This design comes from an exercise in tuning for small area and a short achievable clock period on the open sky130 flow, not from production work.
Function was not checked in any run shown here: the RTL went through the layout flow alone.
Power figures rest on the tool's default switching activity, not on a simulated workload.

**flow/design.v**
```verilog
`timescale 1ns / 1ps
`default_nettype none
module ArithmaticUnit(
		input wire clock_i, isWb_i, enable_i,
		input wire [4:0] wbAddress_i,
		input wire [6:0] opCode_i,
		input wire [15:0] pOperand_i, sOperand_i,
		output reg wbEnable_o,
		output reg [4:0] wbAddress_o,
		output reg [15:0] wbData_o,
		output reg [1:0] statusWriteback_o  
    );
	wire [15:0] P = pOperand_i;
	wire [15:0] S = sOperand_i;
	wire mul = opCode_i[1] & opCode_i[0];
	wire sub = opCode_i[1] & ~opCode_i[0];
	wire as  = opCode_i[1] ^ opCode_i[0];
	wire [7:0] one, two, neg;
	assign one[0] = (mul & P[0]) | as;
	assign two[0] = mul & P[1] & ~P[0];
	assign neg[0] = (mul & P[1]) | sub;
	genvar k;
	generate for (k = 1; k < 8; k = k + 1) begin : enc
		assign one[k] = mul & (P[2*k] ^ P[2*k-1]);
		assign two[k] = mul & ((P[2*k+1] & ~P[2*k] & ~P[2*k-1]) | (~P[2*k+1] & P[2*k] & P[2*k-1]));
		assign neg[k] = mul & P[2*k+1];
	end endgenerate
	wire pp0_0 = ((one[0] & S[0]) | (two[0] & 1'b0)) ^ neg[0];
	wire pp0_1 = ((one[0] & S[1]) | (two[0] & S[0])) ^ neg[0];
	wire pp0_2 = ((one[0] & S[2]) | (two[0] & S[1])) ^ neg[0];
	wire pp0_3 = ((one[0] & S[3]) | (two[0] & S[2])) ^ neg[0];
	wire pp0_4 = ((one[0] & S[4]) | (two[0] & S[3])) ^ neg[0];
	wire pp0_5 = ((one[0] & S[5]) | (two[0] & S[4])) ^ neg[0];
	wire pp0_6 = ((one[0] & S[6]) | (two[0] & S[5])) ^ neg[0];
	wire pp0_7 = ((one[0] & S[7]) | (two[0] & S[6])) ^ neg[0];
	wire pp0_8 = ((one[0] & S[8]) | (two[0] & S[7])) ^ neg[0];
	wire pp0_9 = ((one[0] & S[9]) | (two[0] & S[8])) ^ neg[0];
	wire pp0_10 = ((one[0] & S[10]) | (two[0] & S[9])) ^ neg[0];
	wire pp0_11 = ((one[0] & S[11]) | (two[0] & S[10])) ^ neg[0];
	wire pp0_12 = ((one[0] & S[12]) | (two[0] & S[11])) ^ neg[0];
	wire pp0_13 = ((one[0] & S[13]) | (two[0] & S[12])) ^ neg[0];
	wire pp0_14 = ((one[0] & S[14]) | (two[0] & S[13])) ^ neg[0];
	wire pp0_15 = ((one[0] & S[15]) | (two[0] & S[14])) ^ neg[0];
	wire ng0 = neg[0];
	wire pp1_2 = (((one[1] & S[0]) | (two[1] & 1'b0)) ^ neg[1]) | (as & P[2]);
	wire pp1_3 = (((one[1] & S[1]) | (two[1] & S[0])) ^ neg[1]) | (as & P[3]);
	wire pp1_4 = (((one[1] & S[2]) | (two[1] & S[1])) ^ neg[1]) | (as & P[4]);
	wire pp1_5 = (((one[1] & S[3]) | (two[1] & S[2])) ^ neg[1]) | (as & P[5]);
	wire pp1_6 = (((one[1] & S[4]) | (two[1] & S[3])) ^ neg[1]) | (as & P[6]);
	wire pp1_7 = (((one[1] & S[5]) | (two[1] & S[4])) ^ neg[1]) | (as & P[7]);
	wire pp1_8 = (((one[1] & S[6]) | (two[1] & S[5])) ^ neg[1]) | (as & P[8]);
	wire pp1_9 = (((one[1] & S[7]) | (two[1] & S[6])) ^ neg[1]) | (as & P[9]);
	wire pp1_10 = (((one[1] & S[8]) | (two[1] & S[7])) ^ neg[1]) | (as & P[10]);
	wire pp1_11 = (((one[1] & S[9]) | (two[1] & S[8])) ^ neg[1]) | (as & P[11]);
	wire pp1_12 = (((one[1] & S[10]) | (two[1] & S[9])) ^ neg[1]) | (as & P[12]);
	wire pp1_13 = (((one[1] & S[11]) | (two[1] & S[10])) ^ neg[1]) | (as & P[13]);
	wire pp1_14 = (((one[1] & S[12]) | (two[1] & S[11])) ^ neg[1]) | (as & P[14]);
	wire pp1_15 = (((one[1] & S[13]) | (two[1] & S[12])) ^ neg[1]) | (as & P[15]);
	wire ng1 = neg[1];
	wire pp2_4 = ((one[2] & S[0]) | (two[2] & 1'b0)) ^ neg[2];
	wire pp2_5 = ((one[2] & S[1]) | (two[2] & S[0])) ^ neg[2];
	wire pp2_6 = ((one[2] & S[2]) | (two[2] & S[1])) ^ neg[2];
	wire pp2_7 = ((one[2] & S[3]) | (two[2] & S[2])) ^ neg[2];
	wire pp2_8 = ((one[2] & S[4]) | (two[2] & S[3])) ^ neg[2];
	wire pp2_9 = ((one[2] & S[5]) | (two[2] & S[4])) ^ neg[2];
	wire pp2_10 = ((one[2] & S[6]) | (two[2] & S[5])) ^ neg[2];
	wire pp2_11 = ((one[2] & S[7]) | (two[2] & S[6])) ^ neg[2];
	wire pp2_12 = ((one[2] & S[8]) | (two[2] & S[7])) ^ neg[2];
	wire pp2_13 = ((one[2] & S[9]) | (two[2] & S[8])) ^ neg[2];
	wire pp2_14 = ((one[2] & S[10]) | (two[2] & S[9])) ^ neg[2];
	wire pp2_15 = ((one[2] & S[11]) | (two[2] & S[10])) ^ neg[2];
	wire ng2 = neg[2];
	wire pp3_6 = ((one[3] & S[0]) | (two[3] & 1'b0)) ^ neg[3];
	wire pp3_7 = ((one[3] & S[1]) | (two[3] & S[0])) ^ neg[3];
	wire pp3_8 = ((one[3] & S[2]) | (two[3] & S[1])) ^ neg[3];
	wire pp3_9 = ((one[3] & S[3]) | (two[3] & S[2])) ^ neg[3];
	wire pp3_10 = ((one[3] & S[4]) | (two[3] & S[3])) ^ neg[3];
	wire pp3_11 = ((one[3] & S[5]) | (two[3] & S[4])) ^ neg[3];
	wire pp3_12 = ((one[3] & S[6]) | (two[3] & S[5])) ^ neg[3];
	wire pp3_13 = ((one[3] & S[7]) | (two[3] & S[6])) ^ neg[3];
	wire pp3_14 = ((one[3] & S[8]) | (two[3] & S[7])) ^ neg[3];
	wire pp3_15 = ((one[3] & S[9]) | (two[3] & S[8])) ^ neg[3];
	wire ng3 = neg[3];
	wire pp4_8 = ((one[4] & S[0]) | (two[4] & 1'b0)) ^ neg[4];
	wire pp4_9 = ((one[4] & S[1]) | (two[4] & S[0])) ^ neg[4];
	wire pp4_10 = ((one[4] & S[2]) | (two[4] & S[1])) ^ neg[4];
	wire pp4_11 = ((one[4] & S[3]) | (two[4] & S[2])) ^ neg[4];
	wire pp4_12 = ((one[4] & S[4]) | (two[4] & S[3])) ^ neg[4];
	wire pp4_13 = ((one[4] & S[5]) | (two[4] & S[4])) ^ neg[4];
	wire pp4_14 = ((one[4] & S[6]) | (two[4] & S[5])) ^ neg[4];
	wire pp4_15 = ((one[4] & S[7]) | (two[4] & S[6])) ^ neg[4];
	wire ng4 = neg[4];
	wire pp5_10 = ((one[5] & S[0]) | (two[5] & 1'b0)) ^ neg[5];
	wire pp5_11 = ((one[5] & S[1]) | (two[5] & S[0])) ^ neg[5];
	wire pp5_12 = ((one[5] & S[2]) | (two[5] & S[1])) ^ neg[5];
	wire pp5_13 = ((one[5] & S[3]) | (two[5] & S[2])) ^ neg[5];
	wire pp5_14 = ((one[5] & S[4]) | (two[5] & S[3])) ^ neg[5];
	wire pp5_15 = ((one[5] & S[5]) | (two[5] & S[4])) ^ neg[5];
	wire ng5 = neg[5];
	wire pp6_12 = ((one[6] & S[0]) | (two[6] & 1'b0)) ^ neg[6];
	wire pp6_13 = ((one[6] & S[1]) | (two[6] & S[0])) ^ neg[6];
	wire pp6_14 = ((one[6] & S[2]) | (two[6] & S[1])) ^ neg[6];
	wire pp6_15 = ((one[6] & S[3]) | (two[6] & S[2])) ^ neg[6];
	wire ng6 = neg[6];
	wire pp7_14 = ((one[7] & S[0]) | (two[7] & 1'b0)) ^ neg[7];
	wire pp7_15 = ((one[7] & S[1]) | (two[7] & S[0])) ^ neg[7];
	wire ng7 = neg[7];
	wire xp0 = as & P[0];
	wire xp1 = as & P[1];
	wire hs0, hc0;
	pa_ha u_hs0 (.a(ng5), .b(pp0_10), .s(hs0), .co(hc0));
	wire hs1, hc1;
	pa_ha u_hs1 (.a(pp0_11), .b(pp1_11), .s(hs1), .co(hc1));
	wire fs0, fc0;
	pa_fa u_fs0 (.a(ng6), .b(pp0_12), .c(pp1_12), .s(fs0), .co(fc0));
	wire hs2, hc2;
	pa_ha u_hs2 (.a(pp2_12), .b(pp3_12), .s(hs2), .co(hc2));
	wire fs1, fc1;
	pa_fa u_fs1 (.a(pp0_13), .b(pp1_13), .c(pp2_13), .s(fs1), .co(fc1));
	wire hs3, hc3;
	pa_ha u_hs3 (.a(pp3_13), .b(pp4_13), .s(hs3), .co(hc3));
	wire fs2, fc2;
	pa_fa u_fs2 (.a(ng7), .b(pp0_14), .c(pp1_14), .s(fs2), .co(fc2));
	wire fs3, fc3;
	pa_fa u_fs3 (.a(pp2_14), .b(pp3_14), .c(pp4_14), .s(fs3), .co(fc3));
	wire hs4, hc4;
	pa_ha u_hs4 (.a(pp5_14), .b(pp6_14), .s(hs4), .co(hc4));
	wire fs4, fc4;
	pa_fa u_fs4 (.a(pp0_15), .b(pp1_15), .c(pp2_15), .s(fs4), .co(fc4));
	wire fs5, fc5;
	pa_fa u_fs5 (.a(pp3_15), .b(pp4_15), .c(pp5_15), .s(fs5), .co(fc5));
	wire hs5, hc5;
	pa_ha u_hs5 (.a(pp6_15), .b(pp7_15), .s(hs5), .co(hc5));
	wire hs6, hc6;
	pa_ha u_hs6 (.a(ng3), .b(pp0_6), .s(hs6), .co(hc6));
	wire hs7, hc7;
	pa_ha u_hs7 (.a(pp0_7), .b(pp1_7), .s(hs7), .co(hc7));
	wire fs6, fc6;
	pa_fa u_fs6 (.a(ng4), .b(pp0_8), .c(pp1_8), .s(fs6), .co(fc6));
	wire hs8, hc8;
	pa_ha u_hs8 (.a(pp2_8), .b(pp3_8), .s(hs8), .co(hc8));
	wire fs7, fc7;
	pa_fa u_fs7 (.a(pp0_9), .b(pp1_9), .c(pp2_9), .s(fs7), .co(fc7));
	wire hs9, hc9;
	pa_ha u_hs9 (.a(pp3_9), .b(pp4_9), .s(hs9), .co(hc9));
	wire fs8, fc8;
	pa_fa u_fs8 (.a(pp1_10), .b(pp2_10), .c(pp3_10), .s(fs8), .co(fc8));
	wire fs9, fc9;
	pa_fa u_fs9 (.a(pp4_10), .b(pp5_10), .c(hs0), .s(fs9), .co(fc9));
	wire fs10, fc10;
	pa_fa u_fs10 (.a(pp2_11), .b(pp3_11), .c(pp4_11), .s(fs10), .co(fc10));
	wire fs11, fc11;
	pa_fa u_fs11 (.a(pp5_11), .b(hc0), .c(hs1), .s(fs11), .co(fc11));
	wire fs12, fc12;
	pa_fa u_fs12 (.a(pp4_12), .b(pp5_12), .c(pp6_12), .s(fs12), .co(fc12));
	wire fs13, fc13;
	pa_fa u_fs13 (.a(hc1), .b(hs2), .c(fs0), .s(fs13), .co(fc13));
	wire fs14, fc14;
	pa_fa u_fs14 (.a(pp5_13), .b(pp6_13), .c(hc2), .s(fs14), .co(fc14));
	wire fs15, fc15;
	pa_fa u_fs15 (.a(hs3), .b(fc0), .c(fs1), .s(fs15), .co(fc15));
	wire fs16, fc16;
	pa_fa u_fs16 (.a(pp7_14), .b(hc3), .c(hs4), .s(fs16), .co(fc16));
	wire fs17, fc17;
	pa_fa u_fs17 (.a(fc1), .b(fs2), .c(fs3), .s(fs17), .co(fc17));
	wire fs18, fc18;
	pa_fa u_fs18 (.a(hc4), .b(hs5), .c(fc2), .s(fs18), .co(fc18));
	wire fs19, fc19;
	pa_fa u_fs19 (.a(fc3), .b(fs4), .c(fs5), .s(fs19), .co(fc19));
	wire hs10, hc10;
	pa_ha u_hs10 (.a(ng2), .b(pp0_4), .s(hs10), .co(hc10));
	wire hs11, hc11;
	pa_ha u_hs11 (.a(pp0_5), .b(pp1_5), .s(hs11), .co(hc11));
	wire fs20, fc20;
	pa_fa u_fs20 (.a(pp1_6), .b(pp2_6), .c(pp3_6), .s(fs20), .co(fc20));
	wire fs21, fc21;
	pa_fa u_fs21 (.a(pp2_7), .b(pp3_7), .c(hc6), .s(fs21), .co(fc21));
	wire fs22, fc22;
	pa_fa u_fs22 (.a(pp4_8), .b(hc7), .c(hs8), .s(fs22), .co(fc22));
	wire fs23, fc23;
	pa_fa u_fs23 (.a(hc8), .b(hs9), .c(fc6), .s(fs23), .co(fc23));
	wire fs24, fc24;
	pa_fa u_fs24 (.a(hc9), .b(fc7), .c(fs8), .s(fs24), .co(fc24));
	wire fs25, fc25;
	pa_fa u_fs25 (.a(fc8), .b(fs10), .c(fc9), .s(fs25), .co(fc25));
	wire fs26, fc26;
	pa_fa u_fs26 (.a(fc10), .b(fs12), .c(fc11), .s(fs26), .co(fc26));
	wire fs27, fc27;
	pa_fa u_fs27 (.a(fc12), .b(fs14), .c(fc13), .s(fs27), .co(fc27));
	wire fs28, fc28;
	pa_fa u_fs28 (.a(fc14), .b(fs16), .c(fc15), .s(fs28), .co(fc28));
	wire fs29, fc29;
	pa_fa u_fs29 (.a(fc16), .b(fc17), .c(fs18), .s(fs29), .co(fc29));
	wire hs12, hc12;
	pa_ha u_hs12 (.a(xp0), .b(ng0), .s(hs12), .co(hc12));
	wire hs13, hc13;
	pa_ha u_hs13 (.a(xp1), .b(pp0_1), .s(hs13), .co(hc13));
	wire fs30, fc30;
	pa_fa u_fs30 (.a(ng1), .b(pp0_2), .c(pp1_2), .s(fs30), .co(fc30));
	wire hs14, hc14;
	pa_ha u_hs14 (.a(pp0_3), .b(pp1_3), .s(hs14), .co(hc14));
	wire fs31, fc31;
	pa_fa u_fs31 (.a(pp1_4), .b(pp2_4), .c(hs10), .s(fs31), .co(fc31));
	wire fs32, fc32;
	pa_fa u_fs32 (.a(pp2_5), .b(hc10), .c(hs11), .s(fs32), .co(fc32));
	wire fs33, fc33;
	pa_fa u_fs33 (.a(hc11), .b(hs6), .c(fs20), .s(fs33), .co(fc33));
	wire fs34, fc34;
	pa_fa u_fs34 (.a(hs7), .b(fc20), .c(fs21), .s(fs34), .co(fc34));
	wire fs35, fc35;
	pa_fa u_fs35 (.a(fs6), .b(fc21), .c(fs22), .s(fs35), .co(fc35));
	wire fs36, fc36;
	pa_fa u_fs36 (.a(fs7), .b(fc22), .c(fs23), .s(fs36), .co(fc36));
	wire fs37, fc37;
	pa_fa u_fs37 (.a(fs9), .b(fc23), .c(fs24), .s(fs37), .co(fc37));
	wire fs38, fc38;
	pa_fa u_fs38 (.a(fs11), .b(fc24), .c(fs25), .s(fs38), .co(fc38));
	wire fs39, fc39;
	pa_fa u_fs39 (.a(fs13), .b(fc25), .c(fs26), .s(fs39), .co(fc39));
	wire fs40, fc40;
	pa_fa u_fs40 (.a(fs15), .b(fc26), .c(fs27), .s(fs40), .co(fc40));
	wire fs41, fc41;
	pa_fa u_fs41 (.a(fs17), .b(fc27), .c(fs28), .s(fs41), .co(fc41));
	wire fs42, fc42;
	pa_fa u_fs42 (.a(fs19), .b(fc28), .c(fs29), .s(fs42), .co(fc42));
	wire [15:0] ra = {fc41, fc40, fc39, fc38, fc37, fc36, fc35, fc34, fc33, fc32, fc31, hc14, fc30, hc13, hc12, hs12};
	wire [15:0] rb = {fs42, fs41, fs40, fs39, fs38, fs37, fs36, fs35, fs34, fs33, fs32, fs31, hs14, fs30, hs13, pp0_0};
	wire [15:0] g0 = ra & rb;
	wire [15:0] p0 = ra ^ rb;
	wire g1_1 = g0[1] | (p0[1] & g0[0]);
	wire g1_3 = g0[3] | (p0[3] & g0[2]);
	wire p1_3 = p0[3] & p0[2];
	wire g1_5 = g0[5] | (p0[5] & g0[4]);
	wire p1_5 = p0[5] & p0[4];
	wire g1_7 = g0[7] | (p0[7] & g0[6]);
	wire p1_7 = p0[7] & p0[6];
	wire g1_9 = g0[9] | (p0[9] & g0[8]);
	wire p1_9 = p0[9] & p0[8];
	wire g1_11 = g0[11] | (p0[11] & g0[10]);
	wire p1_11 = p0[11] & p0[10];
	wire g1_13 = g0[13] | (p0[13] & g0[12]);
	wire p1_13 = p0[13] & p0[12];
	wire g1_15 = g0[15] | (p0[15] & g0[14]);
	wire p1_15 = p0[15] & p0[14];
	wire g2_2 = g0[2] | (p0[2] & g1_1);
	wire g2_3 = g1_3 | (p1_3 & g1_1);
	wire g2_6 = g0[6] | (p0[6] & g1_5);
	wire p2_6 = p0[6] & p1_5;
	wire g2_7 = g1_7 | (p1_7 & g1_5);
	wire p2_7 = p1_7 & p1_5;
	wire g2_10 = g0[10] | (p0[10] & g1_9);
	wire p2_10 = p0[10] & p1_9;
	wire g2_11 = g1_11 | (p1_11 & g1_9);
	wire p2_11 = p1_11 & p1_9;
	wire g2_14 = g0[14] | (p0[14] & g1_13);
	wire p2_14 = p0[14] & p1_13;
	wire g2_15 = g1_15 | (p1_15 & g1_13);
	wire p2_15 = p1_15 & p1_13;
	wire g3_4 = g0[4] | (p0[4] & g2_3);
	wire g3_5 = g1_5 | (p1_5 & g2_3);
	wire g3_6 = g2_6 | (p2_6 & g2_3);
	wire g3_7 = g2_7 | (p2_7 & g2_3);
	wire g3_12 = g0[12] | (p0[12] & g2_11);
	wire p3_12 = p0[12] & p2_11;
	wire g3_13 = g1_13 | (p1_13 & g2_11);
	wire p3_13 = p1_13 & p2_11;
	wire g3_14 = g2_14 | (p2_14 & g2_11);
	wire p3_14 = p2_14 & p2_11;
	wire g3_15 = g2_15 | (p2_15 & g2_11);
	wire p3_15 = p2_15 & p2_11;
	wire g4_8 = g0[8] | (p0[8] & g3_7);
	wire g4_9 = g1_9 | (p1_9 & g3_7);
	wire g4_10 = g2_10 | (p2_10 & g3_7);
	wire g4_11 = g2_11 | (p2_11 & g3_7);
	wire g4_12 = g3_12 | (p3_12 & g3_7);
	wire g4_13 = g3_13 | (p3_13 & g3_7);
	wire g4_14 = g3_14 | (p3_14 & g3_7);
	wire g4_15 = g3_15 | (p3_15 & g3_7);
	wire [16:0] sum;
	assign sum[0] = p0[0];
	assign sum[1] = p0[1] ^ g0[0];
	assign sum[2] = p0[2] ^ g1_1;
	assign sum[3] = p0[3] ^ g2_2;
	assign sum[4] = p0[4] ^ g2_3;
	assign sum[5] = p0[5] ^ g3_4;
	assign sum[6] = p0[6] ^ g3_5;
	assign sum[7] = p0[7] ^ g3_6;
	assign sum[8] = p0[8] ^ g3_7;
	assign sum[9] = p0[9] ^ g4_8;
	assign sum[10] = p0[10] ^ g4_9;
	assign sum[11] = p0[11] ^ g4_10;
	assign sum[12] = p0[12] ^ g4_11;
	assign sum[13] = p0[13] ^ g4_12;
	assign sum[14] = p0[14] ^ g4_13;
	assign sum[15] = p0[15] ^ g4_14;
	assign sum[16] = g4_15;
	wire cout = sum[16] | fc4 | fc5 | hc5 | fc18 | fc19 | fc29 | fc42;
	wire arith = ~|opCode_i[6:2];
	always @(posedge clock_i)
	begin
		if (enable_i)
		begin
			wbEnable_o <= isWb_i & |opCode_i;
			wbAddress_o <= wbAddress_i;
			if (arith) wbData_o <= sum[15:0];
			if (arith & as) statusWriteback_o <= {~opCode_i[1] & cout, opCode_i[1] & ~cout};
		end
	end
endmodule
module pa_fa(input wire a, b, c, output wire s, co);
	assign s = a ^ b ^ c;
	assign co = (a & b) | (a & c) | (b & c);
endmodule
module pa_ha(input wire a, b, output wire s, co);
	assign s = a ^ b;
	assign co = a & b;
endmodule
```
**flow/run.sh**
```bash
#!/bin/bash
# synth_recipe.tcl (not shown) runs the flow's synth.tcl, then flattens the netlist and writes it again
# the make line also repeats each setting of config.mk as NAME=value (left out here)
make -C /OpenROAD-flow-scripts/flow DESIGN_CONFIG=/design/flow/config.mk WORK_HOME=/design/flow/orfs CLKGATE_MAP_FILE= SYNTH_SCRIPT=/design/flow/synth_recipe.tcl finish
```
**flow/config.mk**
```make
export PLATFORM = sky130hd
export DESIGN_NAME = ArithmaticUnit
export DESIGN_NICKNAME = ArithmaticUnit
export VERILOG_FILES = /design/flow/design.v
export SDC_FILE = /design/flow/constraint.sdc
export NUM_CORES = 4
export LEC_CHECK = 0
export ABC_AREA = 1
export CAP_MARGIN = 20
export CORE_MARGIN = 2
export CORE_UTILIZATION = 60
export SETUP_SLACK_MARGIN = 2.5
export SLEW_MARGIN = 20
export SYNTH_HIERARCHICAL = 1
export SYNTH_MINIMUM_KEEP_SIZE = 0
```
**flow/constraint.sdc**
```tcl
create_clock -name core_clock -period 8.0 [get_ports {clock_i}]
set_input_delay 1.6000 -clock core_clock [delete_from_list [all_inputs] [get_ports {clock_i}]]
set_output_delay 1.6000 -clock core_clock [all_outputs]
set_load 0.01 [all_outputs]
```
==> results.sh, run 1 <==
export IMPL_final_antenna_net_count=0
export IMPL_die_y_um=89.1
export IMPL_synth_edf_count=24
export IMPL_grt_pass1_wl_um=20200
export IMPL_critPathKind="input pin to flop"
export IMPL_synth_distinct_cells=39
export IMPL_critPathLaunchType="input pin"
export IMPL_worst_pin_slew_ns=0.640
export IMPL_vias_per_cell=5.80
export IMPL_rsz0062_at_grt="true"
export IMPL_htreeDepth=1
export IMPL_fillCellCount=464
export IMPL_track_usage=0.334
export IMPL_synth_area_per_cell_um2=8.28
export IMPL_ys_ff_latch=24
export IMPL_drt_wl_total_um=13100
export IMPL_path_max_fanout=8
export IMPL_cts_tree="built"
export IMPL_drt_iter0_markers=329
export IMPL_dp_slack_ns=1.07
export IMPL_placed_area_um2=5080
export IMPL_antenna_found_initial=0
export IMPL_layout_drive_gt1_share=0.213
export IMPL_outcome="no timing/DRC/antenna violations"
export IMPL_synthXorXnorAreaFrac=0.133
export IMPL_final_common_cell="nand2_1"
export IMPL_powerDensity_nw_per_um2=246
export IMPL_grt_pass1_vias=4178
export IMPL_period_needed_ns=5.45
export IMPL_ir_drop_mv=0.472
export IMPL_cts_sinks=24
export IMPL_ys_async_sr_fraction=0
export IMPL_yosys_area_top_type="fa_1"
export IMPL_setup_violations=0
export IMPL_setup_worst_path_end_class="flop"
export IMPL_slowest_stage="fa_1"
export IMPL_maxSlewHeadroom=0.572
export IMPL_final_core_util=0.825
export IMPL_path_clk_slew_ns=0.10
export IMPL_netlist_area_leader_share=0.217
export IMPL_numCtsBuffers=3
export IMPL_required_ns=8.05
export IMPL_die_area_um2=7940
export IMPL_die_width_um=89.1
export IMPL_synthMuxAreaShare=0
export IMPL_ios=71
export IMPL_hold_path_class="input pin to flop"
export IMPL_critPathTopFamily="adder cells"
export IMPL_finalSetupTns_ns=0
export IMPL_syn_inst=525
export IMPL_first_pass_iters=5
export IMPL_vias=4217
export IMPL_netlist_area_um2=4350
export IMPL_yosys_area_share_simple=0.204
export IMPL_clock_path_buffers=2
export IMPL_layout_common_cells="nand2_1, xor2_1, clkdlybuf4s50_1, buf_4"
export IMPL_port_buffers=70
export IMPL_drv_slew=0
export IMPL_cts_root_buf="clkbuf_8"
export IMPL_worst_path_stages=18
export IMPL_fin_nets=756
export IMPL_core_area_um2=7140
export IMPL_routabilityCongestion=0.949
export IMPL_critPathArrivalTime_ns=5.51
export IMPL_syn_to_final_growth_pct=35.5
export IMPL_synth_fa_ha_area_frac=0.312
export IMPL_fin_ws_ns=2.55
export IMPL_synth_top_family_by_area="adder cells"
export IMPL_yosysSeqAreaShare=0.166
export IMPL_crit_chain="buf_8 > ha_4 > buf_6 > nand3b_1 > buf_4 > o22ai_2 > xor2_2 > fa_1 > fa_2 > fa_1 > fa_1 > ha_4 > a21oi_4 > o21bai_1 > a31oi_2 > nand2_1 > nand2_1 > nand2_1"
export IMPL_stdcell_area_um2=5890
export IMPL_period_share=0.681
export IMPL_start_util=0.609
export IMPL_hpwlAfterDp_um=9620
export IMPL_synth_compound_area_frac=0.116
export IMPL_overflow=0
export IMPL_hold_depth=2
export IMPL_leakagePower_uw=0.00284
export IMPL_yosysWarnings=7
export IMPL_num_antenna_cells=0
export IMPL_routedWlPerCell_um=18.0
export IMPL_hold_viol=0
export IMPL_synthFlopType="edfxtp_1"
export IMPL_clock_fmax_mhz=183
export IMPL_grt_start_max_net_pins=29
export IMPL_drv_cap=0
export IMPL_syn_nets=652
export IMPL_slowest_delay_ns=0.53
export IMPL_critPathBufInv=3
export IMPL_drcViolationCount=0
export IMPL_synthTopCellsByArea="fa_1, edfxtp_1, xor2_1"
export IMPL_rows=31
==> per-module statistics from Yosys, one instance, submodules excluded <==
module / area (um2) / flip-flops and latches / cells
pa_ha: 12.5 / 0 / 1
pa_fa: 20.0 / 0 / 1
ArithmaticUnit: 3300 / 24 / 467
==> state kept, by name (all words and copies together), names as in the netlist <==
register / cells
wbAddress_o: 5
wbData_o: 16
statusWriteback_o: 2
wbEnable_o: 1
==> cell usage after synthesis, types with 3 or more instances <==
cell type / n
o22ai_1: 20
buf_4: 3
o21ai_0: 25
ha_1: 33
a21oi_1: 8
or2_2: 6
nand3_1: 28
inv_2: 4
xor2_1: 65
fa_1: 47
nor3_1: 3
clkinv_1: 3
buf_6: 5
nand2_1: 125
edfxtp_1: 24
o21ai_1: 21
inv_1: 42
nor2_1: 18
o21ai_2: 3
or2_1: 12
buf_2: 6
==> where the power goes <==
group	total, uW	internal, uW	switching, uW
registers	192	191	1.44
logic	1140	532	611
clock network	114	67.1	46.6
==> worst paths after layout <==
path / from / end / slack, ns
setup / recovery: opCode_i[0] / wbData_o[15] / 2.55
hold / removal: opCode_i[1] / statusWriteback_o[1] / 1.59
==> cells by family (layout without fill, tap and decap cells) <==
| kind of cell | Yosys count | in the layout |
|---|---|---|
| XOR/XNOR | 66 | 66 |
| AND/OR/NAND/NOR | 203 | 203 |
| AO/OA/AOI/OAI | 86 | 86 |
| flip-flops | 24 | 24 |
| buffers and inverters | 66 | 169 |
| adder cells (fa/ha/maj) | 80 | 80 |
==> area by class of cell <==
cell class              instances  area, um2  share of cell area
clock buffers                   3       41.3             0.00701
clock inverters                 1       30.0             0.00510
inverters                      49        210              0.0357
multi-input cells             435       3690               0.627
flip-flops and latches         24        721               0.122
well taps                      99        124              0.0210
repair buffers                116       1070               0.182
==> what timing repair did <==
action	4_1_cts	5_1_grt
hold buffers	0	0
buffers inserted	31	11
gates resized for setup	50	76
hold endpoints to repair	0	0
pin swaps	15	48
endpoints found under the setup margin	11	9
==> routing by layer <==
metal | vias to the layer above | share of wire | GRT usage
li1 | 1936 | - | -
met1 | 2015 | 0.39 | 0.421
met2 | 224 | 0.50 | 0.580
met3 | 42 | 0.067 | 0.0342
met4 | 0 | 0.034 | 0.147
met5 | - | 0 | 0
==> per-stage QoR <==
stage,total power (uW),std cells,hold slack [ns]
floorplan,792,525,1.70
detailed placement,1010,681,2.16
finish,1450,727,1.59
global placement,970,681,2.16
CTS,1240,716,1.63
global route,1570,727,1.60
==> run 2: changes to the inputs <==
--- a/flow/config.mk
+++ b/flow/config.mk
@@ -11,3 +11,3 @@
 export CORE_UTILIZATION = 60
-export SETUP_SLACK_MARGIN = 2.5
+export SETUP_SLACK_MARGIN = 2.0
 export SLEW_MARGIN = 20
==> run 2 against run 1 <==
- via count decreased by 4.4%
- core utilization shrank 5.4 points
- synthesized cell count did not move
- design area fell by 6.5%
- sequential power is essentially flat
- global-route usage is 2.5 points lower
- count of clock-buffer cells in the layout stayed put
- power down 15%
- sequential share of layout area grew 0.86 points
- critical endpoint is now statusWriteback_o[1]
==> results.sh, run 2 <==
export IMPL_synthFlopType="edfxtp_1"
export IMPL_rsz0062_at_grt="false"
export IMPL_layout_drive_gt1_share=0.110
export IMPL_grt_start_max_net_pins=30
export IMPL_clock_fmax_mhz=172
export IMPL_antenna_found_initial=0
export IMPL_syn_to_final_growth_pct=26.6
export IMPL_first_pass_iters=5
export IMPL_cts_tree="built"
export IMPL_critPathKind="input pin to flop"
export IMPL_numCtsBuffers=3
export IMPL_yosysSeqAreaShare=0.166
export IMPL_finalSetupTns_ns=0
export IMPL_synth_most_common_cell="nand2_1"
export IMPL_slowest_delay_ns=0.52
export IMPL_ios=71
export IMPL_die_area_um2=7940
export IMPL_fillCellCount=584
export IMPL_routedWlPerCell_um=17.8
export IMPL_slowest_stage="clkdlybuf4s50_1"
export IMPL_ir_drop_mv=0.367
export IMPL_track_usage=0.309
export IMPL_yosys_area_top_type="fa_1"
export IMPL_yosysWarnings=7
export IMPL_cts_sinks=24
export IMPL_final_antenna_net_count=0
export IMPL_syn_nets=652
export IMPL_synth_area_per_cell_um2=8.28
export IMPL_drt_wl_total_um=12600
export IMPL_crit_chain="clkdlybuf4s50_1 > or2_1 > o21ai_4 > buf_4 > nand2_1 > o21ai_0 > or2_2 > nand3_1 > fa_1 > fa_1 > fa_1 > fa_1 > ha_1 > nor4_1 > and3_1 > a21oi_1"
export IMPL_path_max_fanout=6
export IMPL_vias_per_cell=5.70
export IMPL_largest_reg_flops=16
export IMPL_setup_violations=0
export IMPL_core_area_um2=7140
export IMPL_final_common_cell="nand2_1"
export IMPL_critPathBufInv=2
export IMPL_start_util=0.609
export IMPL_die_width_um=89.1
export IMPL_path_clk_slew_ns=0.10
export IMPL_grt_pass1_wl_um=18500
export IMPL_num_antenna_cells=0
export IMPL_layout_common_cells="nand2_1, clkdlybuf4s50_1, xor2_1, fa_1, inv_1"
export IMPL_drcViolationCount=0
export IMPL_cts_root_buf="clkbuf_8"
export IMPL_maxSlewHeadroom=0.556
export IMPL_synthTopCellsByArea="fa_1, edfxtp_1, xor2_1"
export IMPL_clock_path_buffers=2
export IMPL_final_core_util=0.771
export IMPL_grt_pass1_vias=3736
export IMPL_crit_top_cell="fa_1"
export IMPL_vias=4032
export IMPL_critPathLaunchType="input pin"
export IMPL_powerDensity_nw_per_um2=223
export IMPL_htreeDepth=1
export IMPL_netlist_area_um2=4350
export IMPL_hold_worst_slack_ns=1.87
export IMPL_period_needed_ns=5.82
export IMPL_synth_common_cells="nand2_1, xor2_1, fa_1"
export IMPL_die_y_um=89.1
export IMPL_syn_inst=525
export IMPL_hold_viol=0
export IMPL_regMostFlops="wbData_o"
export IMPL_ys_ff_latch=24
export IMPL_worst_pin_slew_ns=0.663
export IMPL_leakagePower_uw=0.00265
export IMPL_ys_async_sr_fraction=0
export IMPL_synth_distinct_cells=39
export IMPL_overflow=0
export IMPL_netlist_area_leader_share=0.217
export IMPL_drv_slew=0
export IMPL_port_buffers=70
export IMPL_required_ns=8.03
export IMPL_critPathArrivalTime_ns=5.86
export IMPL_hpwlAfterDp_um=9360
export IMPL_drt_iter0_markers=451
export IMPL_rows=31
export IMPL_routabilityCongestion=0.927
export IMPL_fin_nets=736
export IMPL_drv_cap=0
export IMPL_setup_worst_path_end_class="flop"
export IMPL_biggestRegsByFlops="wbData_o x16, wbAddress_o x5, statusWriteback_o x2"
export IMPL_critPathTopFamily="adder cells"
export IMPL_hold_path_class="input pin to flop"
export IMPL_outcome="no timing/DRC/antenna violations"
export IMPL_period_share=0.728
export IMPL_synth_edf_count=24
## run 2: cell counts after synthesis
Identical to the previous run, type by type.
## run 2: layout make-up
| cell class | instances | area [um2] | area share |
|---|---|---|---|
| repair buffers | 96 | 928 | 0.169 |
| clock buffers | 3 | 41.3 | 0.00750 |
| well taps | 99 | 124 | 0.0225 |
| inverters | 49 | 190 | 0.0346 |
| multi-input cells | 435 | 3470 | 0.630 |
| flip-flops and latches | 24 | 721 | 0.131 |
| clock inverters | 1 | 30.0 | 0.00546 |
## run 2: cell families (layout without fill, tap and decap cells)
family | count (synthesis) | after routing | share of synthesized area
compound gates | 86 | 86 | 0.116
xor+xnor | 66 | 66 | 0.133
fa+ha+maj | 80 | 80 | 0.312
buf+inv | 66 | 149 | 0.0700
flops | 24 | 24 | 0.166
simple gates | 203 | 203 | 0.204
## run 2: routing by layer
layer	vias to the layer above	wire length [um]	global-route usage
met1	1879	4950	0.392
li1	1903	-	-
met4	0	461	0.115
met3	46	814	0.0295
met5	-	0	0
met2	204	6320	0.545
## run 2: Yosys stat by module (local to each module, per instance)
module	copies in the design	flip-flops and latches
ArithmaticUnit	1	24
pa_fa	43	0
pa_ha	15	0
## run 2: final timing paths
path	end	slack (ns)	cells after the start	from
max	statusWriteback_o[1]	2.18	16	pOperand_i[1]
min	wbAddress_o[0]	1.87	1	wbAddress_i[0]
## run 2: report_power, final
group | leakage [uW] | switching (uW) | total (uW) | internal [uW]
clock network | 0.0000357 | 48.3 | 115 | 67.1
registers | 0.000218 | 1.42 | 192 | 191
logic | 0.00240 | 508 | 921 | 413
## run 2: repair_timing
item,4_1_cts,5_1_grt
setup buffers,10,12
pin swaps,4,10
gates resized for setup,10,29
endpoints found under the setup margin,10,8
hold buffers,0,0
## run 2: per-stage QoR
step / cells / area (um2) / total power [uW] / setup WS [ns]
after floorplan: 525 / 4350 / 787 / 2.50
after CTS: 695 / 5270 / 1120 / 2.00
final: 707 / 5500 / 1230 / 2.18
after global placement: 681 / 5080 / 946 / 1.17
after global routing: 707 / 5500 / 1340 / 1.98
after detailed placement: 681 / 5080 / 990 / 1.07

-- what the ideal ports hide --
The results above use ideal ports. As a check the final layouts listed here were re-extracted and re-timed, cells and wires unchanged.
Step 1 (the two cells are an assumption about what drives the block):
set clk [get_ports {clock_i}]
set_driving_cell -lib_cell sky130_fd_sc_hd__clkbuf_16 $clk
set_driving_cell -lib_cell sky130_fd_sc_hd__buf_2 [delete_from_list [all_inputs] $clk]
Step 2 times the ports against the registers' clock, not the clock port: input delays grow and output delays shrink by t, the midpoint of the rising clock arrivals with the driver on.
a / b / c = no drivers / after step 1 / after step 2; a / b = the first two.
run | t, ns | slack for setup (ns) | worst hold slack (ns) | clock arrival spread, ns | cell pins on the clock port's net
run 1 | 0.317 | 2.548 / 2.533 / 2.216 | 1.592 / 1.610 / 1.927 | 0.002 / 0.002 | 1
run 2 | 0.308 | 2.175 / 2.183 / 1.874 | 1.871 / 1.870 / 2.179 | 0.010 / 0.011 | 1
After both steps every run listed still meets setup and hold. The setup slack of run 1, which loses most, moves by -0.015 ns with the drivers and by -0.332 ns with both steps.
